This is an optimization exercise on Yosys and OpenROAD, whose aim is small area, not a production implementation.
In this exercise RTL edits were held to simulation tests only and were not proved equivalent to the original.
Power is estimated from default activity; no workload was simulated.

== garnet ==
==> flow/design.v <==
module vending_machine (
	clk,
	reset_n,
	i_input_coin,
	i_select_item,
	i_trigger_return,
	o_available_item,
	o_output_item,
	o_return_coin
);
	input clk;
	input reset_n;
	input [3-1:0] i_input_coin;
	input [4-1:0] i_select_item;
	input i_trigger_return;
	output [4-1:0] o_available_item;
	output [4-1:0] o_output_item;
	output [3-1:0] o_return_coin;
	localparam [3:0] S_T0  = 4'd12;
	localparam [3:0] S_T1  = 4'd6;
	localparam [3:0] S_T2  = 4'd11;
	localparam [3:0] S_T3  = 4'd5;
	localparam [3:0] S_T4  = 4'd10;
	localparam [3:0] S_T5  = 4'd13;
	localparam [3:0] S_T6  = 4'd14;
	localparam [3:0] S_T7  = 4'd15;
	localparam [3:0] S_T8  = 4'd7;
	localparam [3:0] S_T9  = 4'd3;
	localparam [3:0] S_T10 = 4'd1;
	localparam [3:0] S_O0  = 4'd0;
	localparam [3:0] S_O1  = 4'd2;
	localparam [3:0] S_O2  = 4'd9;
	localparam [3:0] S_O3  = 4'd8;
	localparam [3:0] S_RET = 4'd4;
	localparam HB = 21;
	localparam [2:0] RC0 = 3'd0;
	localparam [2:0] RC1 = 3'd1;
	localparam [2:0] RC2 = 3'd3;
	localparam [2:0] RC3 = 3'd2;
	localparam [2:0] RC4 = 3'd6;
	reg [HB-1:0] h;
	reg [1:0] m;
	reg [2:0] r;                                 
	reg [3:0] state;
	wire h_nz = |h;
	wire r4 = (r == RC4);
	wire r_nz = (r != RC0);
	wire ge5  = h_nz | (m != 2'd0);
	wire ge1  = ge5 | r_nz;
	wire ge4  = ge5 | r4;
	wire ge10 = h_nz | m[1];
	wire ge20 = h_nz;
	wire returning = (state == S_RET);
	reg op_p1, op_p5, op_p10, op_m1, op_m4, op_m5, op_m10, op_m20;
	reg [3:0] state_nxt;
	reg [3:0] s_dec;
	always @(*) begin
		case (state)
			S_T1: s_dec = S_T0;
			S_T2: s_dec = S_T1;
			S_T3: s_dec = S_T2;
			S_T4: s_dec = S_T3;
			S_T5: s_dec = S_T4;
			S_T6: s_dec = S_T5;
			S_T7: s_dec = S_T6;
			S_T8: s_dec = S_T7;
			S_T9: s_dec = S_T8;
			S_T10: s_dec = S_T9;
			default: s_dec = S_T9;
		endcase
	end
	always @(*) begin
		{op_p1, op_p5, op_p10, op_m1, op_m4, op_m5, op_m10, op_m20} = 8'b0;
		if (returning) begin
			if (ge10) op_m10 = 1'b1;
			else if (ge5) op_m5 = 1'b1;
			else if (ge1) op_m1 = 1'b1;
			state_nxt = ge1 ? S_RET : S_T10;
		end
		else if (i_trigger_return)
			state_nxt = S_RET;
		else if (i_input_coin[0]) begin
			op_p1 = 1'b1;
			state_nxt = S_T10;
		end
		else if (i_input_coin[1]) begin
			op_p5 = 1'b1;
			state_nxt = S_T10;
		end
		else if (i_input_coin[2]) begin
			op_p10 = 1'b1;
			state_nxt = S_T10;
		end
		else if (i_select_item[0]) begin
			op_m4 = ge4;
			state_nxt = ge4 ? S_O0 : S_T10;
		end
		else if (i_select_item[1]) begin
			op_m5 = ge5;
			state_nxt = ge5 ? S_O1 : S_T10;
		end
		else if (i_select_item[2]) begin
			op_m10 = ge10;
			state_nxt = ge10 ? S_O2 : S_T10;
		end
		else if (i_select_item[3]) begin
			op_m20 = ge20;
			state_nxt = ge20 ? S_O3 : S_T10;
		end
		else if (!ge1)
			state_nxt = S_T10;
		else if (state == S_T0)
			state_nxt = S_RET;
		else
			state_nxt = s_dec;
	end
	wire r_inc = op_p1 | op_m4;
	wire r_dec = op_m1;
	reg [2:0] r_nxt;
	always @(*) begin
		r_nxt = r;
		if (r_inc)
			case (r)
				RC0: r_nxt = RC1;
				RC1: r_nxt = RC2;
				RC2: r_nxt = RC3;
				RC3: r_nxt = RC4;
				default: r_nxt = RC0;
			endcase
		else if (r_dec)
			case (r)
				RC1: r_nxt = RC0;
				RC2: r_nxt = RC1;
				RC3: r_nxt = RC2;
				RC4: r_nxt = RC3;
				default: r_nxt = RC4;
			endcase
	end
	wire m_p1 = (op_p1 & r4) | op_p5;
	wire m_m1 = (op_m1 & ~r_nz) | (op_m4 & ~r4) | op_m5;
	wire [3:0] m_sum = {2'b00, m} + (op_p10 ? 4'd2 : m_p1 ? 4'd1 : m_m1 ? 4'b1111 : op_m10 ? 4'b1110 : 4'd0);
	wire up = m_sum[3:2] == 2'b01;
	wire dn = (m_sum[3] == 1'b1) | op_m20;
	wire fwd_in = ~(h[HB-1] ^ h[HB-3]);
	wire bwd_in = ~(h[0] ^ h[HB-2]);
	wire [HB-1:0] h_nxt = up ? {h[HB-2:0], fwd_in} : dn ? {bwd_in, h[HB-1:1]} : h;
	always @(posedge clk) begin
		if (!reset_n) begin
			h <= 0;
			m <= 0;
			r <= RC0;
			state <= S_T10;
		end
		else begin
			h <= h_nxt;
			m <= m_sum[1:0];
			r <= r_nxt;
			state <= state_nxt;
		end
	end
	assign o_available_item = {ge20, ge10, ge5, ge4};
	assign o_output_item = {state == S_O3, state == S_O2, state == S_O1, state == S_O0};
	assign o_return_coin = returning ? {ge10, ~ge10 & ge5, ~ge5 & ge1} : 3'b000;
endmodule
==> flow/config.mk <==
export PLATFORM = sky130hd
export DESIGN_NAME = vending_machine
export DESIGN_NICKNAME = vending_machine
export VERILOG_FILES = /design/flow/design.v
export SDC_FILE = /design/flow/constraint.sdc
export NUM_CORES = 4
export LEC_CHECK = 0
export CAP_MARGIN = 20
export CORE_MARGIN = 2
export CORE_UTILIZATION = 55
export PLACE_DENSITY = 0.75
export SLEW_MARGIN = 20
==> flow/constraint.sdc <==
create_clock -name core_clock -period 7.0 [get_ports {clk}]
set_input_delay 1.4000 -clock core_clock [delete_from_list [all_inputs] [get_ports {clk}]]
set_output_delay 1.4000 -clock core_clock [all_outputs]
set_load 0.01 [all_outputs]
standard.sh (not shown) runs the stock make flow with config.mk's settings and CLKGATE_MAP_FILE= SYNTH_SCRIPT=/design/flow/synth_recipe.tcl, a recipe that flattens the netlist after the stock synthesis.
==> flow/flow/run.sh <==
#!/bin/bash
# Own layout flow: the standard ORFS flow (standard.sh) with three changes.
#  - Synthesis runs the standard flow's synthesis script unchanged, except that ABC maps
#    the logic with flow/area.abc (deep AIG optimisation, then area-oriented
#    mapping) and Yosys's full/half-adder extraction is off
#    (ADDER_MAP_FILE empty). Registers are mapped before ABC, as before.
#  - Every port gets a buffer, of the smallest buffer cell (buf_1).
#  - The clock tree is built from clkbuf_4 cells, without dummy loads.
set -euo pipefail
W=$PWD
cat "$W/flow/abc_override.tcl" "$W/synth_recipe.tcl" > "$W/own_synth.tcl"
export MY_ABC_SCRIPT="$W/flow/area.abc"
export BUFFER_PORTS_ARGS="-buffer_cell sky130_fd_sc_hd__buf_1"
export CTS_ARGS="-sink_clustering_enable -repair_clock_nets -dont_use_dummy_load -buf_list sky130_fd_sc_hd__clkbuf_4 -root_buf sky130_fd_sc_hd__clkbuf_4"
bash standard.sh SYNTH_SCRIPT="$W/own_synth.tcl" ADDER_MAP_FILE= finish > "$W/standard.log" 2>&1
==> flow/flow/abc_override.tcl <==
# Run ABC with the script named by MY_ABC_SCRIPT instead of ORFS's.
proc abc {args} {
  set i [lsearch -exact $args -script]
  if { $i >= 0 } { lset args [expr {$i + 1}] $::env(MY_ABC_SCRIPT) }
  yosys abc {*}$args
}
==> flow/flow/area.abc <==
strash
&get -n
&deepsyn -J 100 -T 100
&put
dch -f
amap
garnet did not stop at any stage, and its layout met the timing, design-rule and antenna checks.
## Diff of input files: indigo against garnet
Settings: changing SLEW_MARGIN from 20 to 0; removing PLACE_DENSITY (formerly 0.75); setting GPL_TIMING_DRIVEN to 0 for the first time; changing CORE_UTILIZATION from 55 to 40; changing CAP_MARGIN from 20 to 0.
--- a/flow/flow/run.sh
+++ b/flow/flow/run.sh
@@ -8,0 +9,3 @@
+#  - Global placement is not timing-driven (the design meets timing with
+#    room to spare), and the buffers synthesis puts on ports are removed at
+#    floorplan instead.
@@ -13,0 +17 @@
+export REMOVE_ABC_BUFFERS=1
- Delta (indigo minus garnet): utilization fell by 16 points; design area rose by 1.7%; worst-case setup margin in the final layout fell by 0.36 ns; total cell area at the placement stage rose by about 1.8%; layout sequential cell count stayed essentially flat.
- When indigo is measured against garnet, its flip-flop and latch share of the layout cell area turns out 0.63 points lower.
#### Input delta (onyx over indigo)
Settings: GPL_TIMING_DRIVEN removed (was 0); CORE_UTILIZATION changed from 40 to 65; SLEW_MARGIN changed from 0 to 20; CAP_MARGIN changed from 0 to 20.
--- a/flow/flow/run.sh
+++ b/flow/flow/run.sh
@@ -9,3 +8,0 @@
-#  - Global placement is not timing-driven (the design meets timing with
-#    room to spare), and the buffers synthesis puts on ports are removed at
-#    floorplan instead.
@@ -17 +13,0 @@
-export REMOVE_ABC_BUFFERS=1
==> comparison <==
When the final numbers for indigo and onyx were put side by side, the global-route track usage on met2 turned out to be smaller in indigo.
Part of the power in registers ended up 0.7 points higher on onyx than on indigo.
For onyx, the cell at the slowest stage of the critical path was or4_1, unlike indigo, where it was nor3_2.
When onyx is measured against indigo, its met3 wire length turns out 10 um lower.
Delta (onyx minus indigo): final period demand of the worst path now sits lower; maximum frequency now sits higher; total power now sits lower; data arrival at the endpoint of the critical path now sits lower; biggest fanout along the worst timing path now sits higher.

## static timing again, ports no longer ideal
The flow's constraints put no driver on any port. The routed layouts listed below were extracted and timed again, unchanged, in two steps.
Step 1 sets driving cells, clkbuf_16 on the clock port and buf_2 on the other inputs (assumed; they add their load-dependent delay and slew).
Step 2 also shifts input and output timing later by t, the mid clock arrival at the registers, as if the neighbouring blocks saw the same clock.
a / b / c = ideal / step 1 / step 2; a / b = the first two.
run	t (ns)	setup WS [ns]	worst slew at a driven data input, ns
garnet	0.323	1.863 / 1.863 / 1.816	0.03
indigo	0.340	1.499 / 1.499 / 1.499	0.03
onyx	0.330	1.820 / 1.820 / 1.780	0.03
After both steps every run listed still meets setup and hold. For garnet, which loses most, drivers alone change the setup slack by 0.000 ns; drivers and shift together by -0.047 ns.
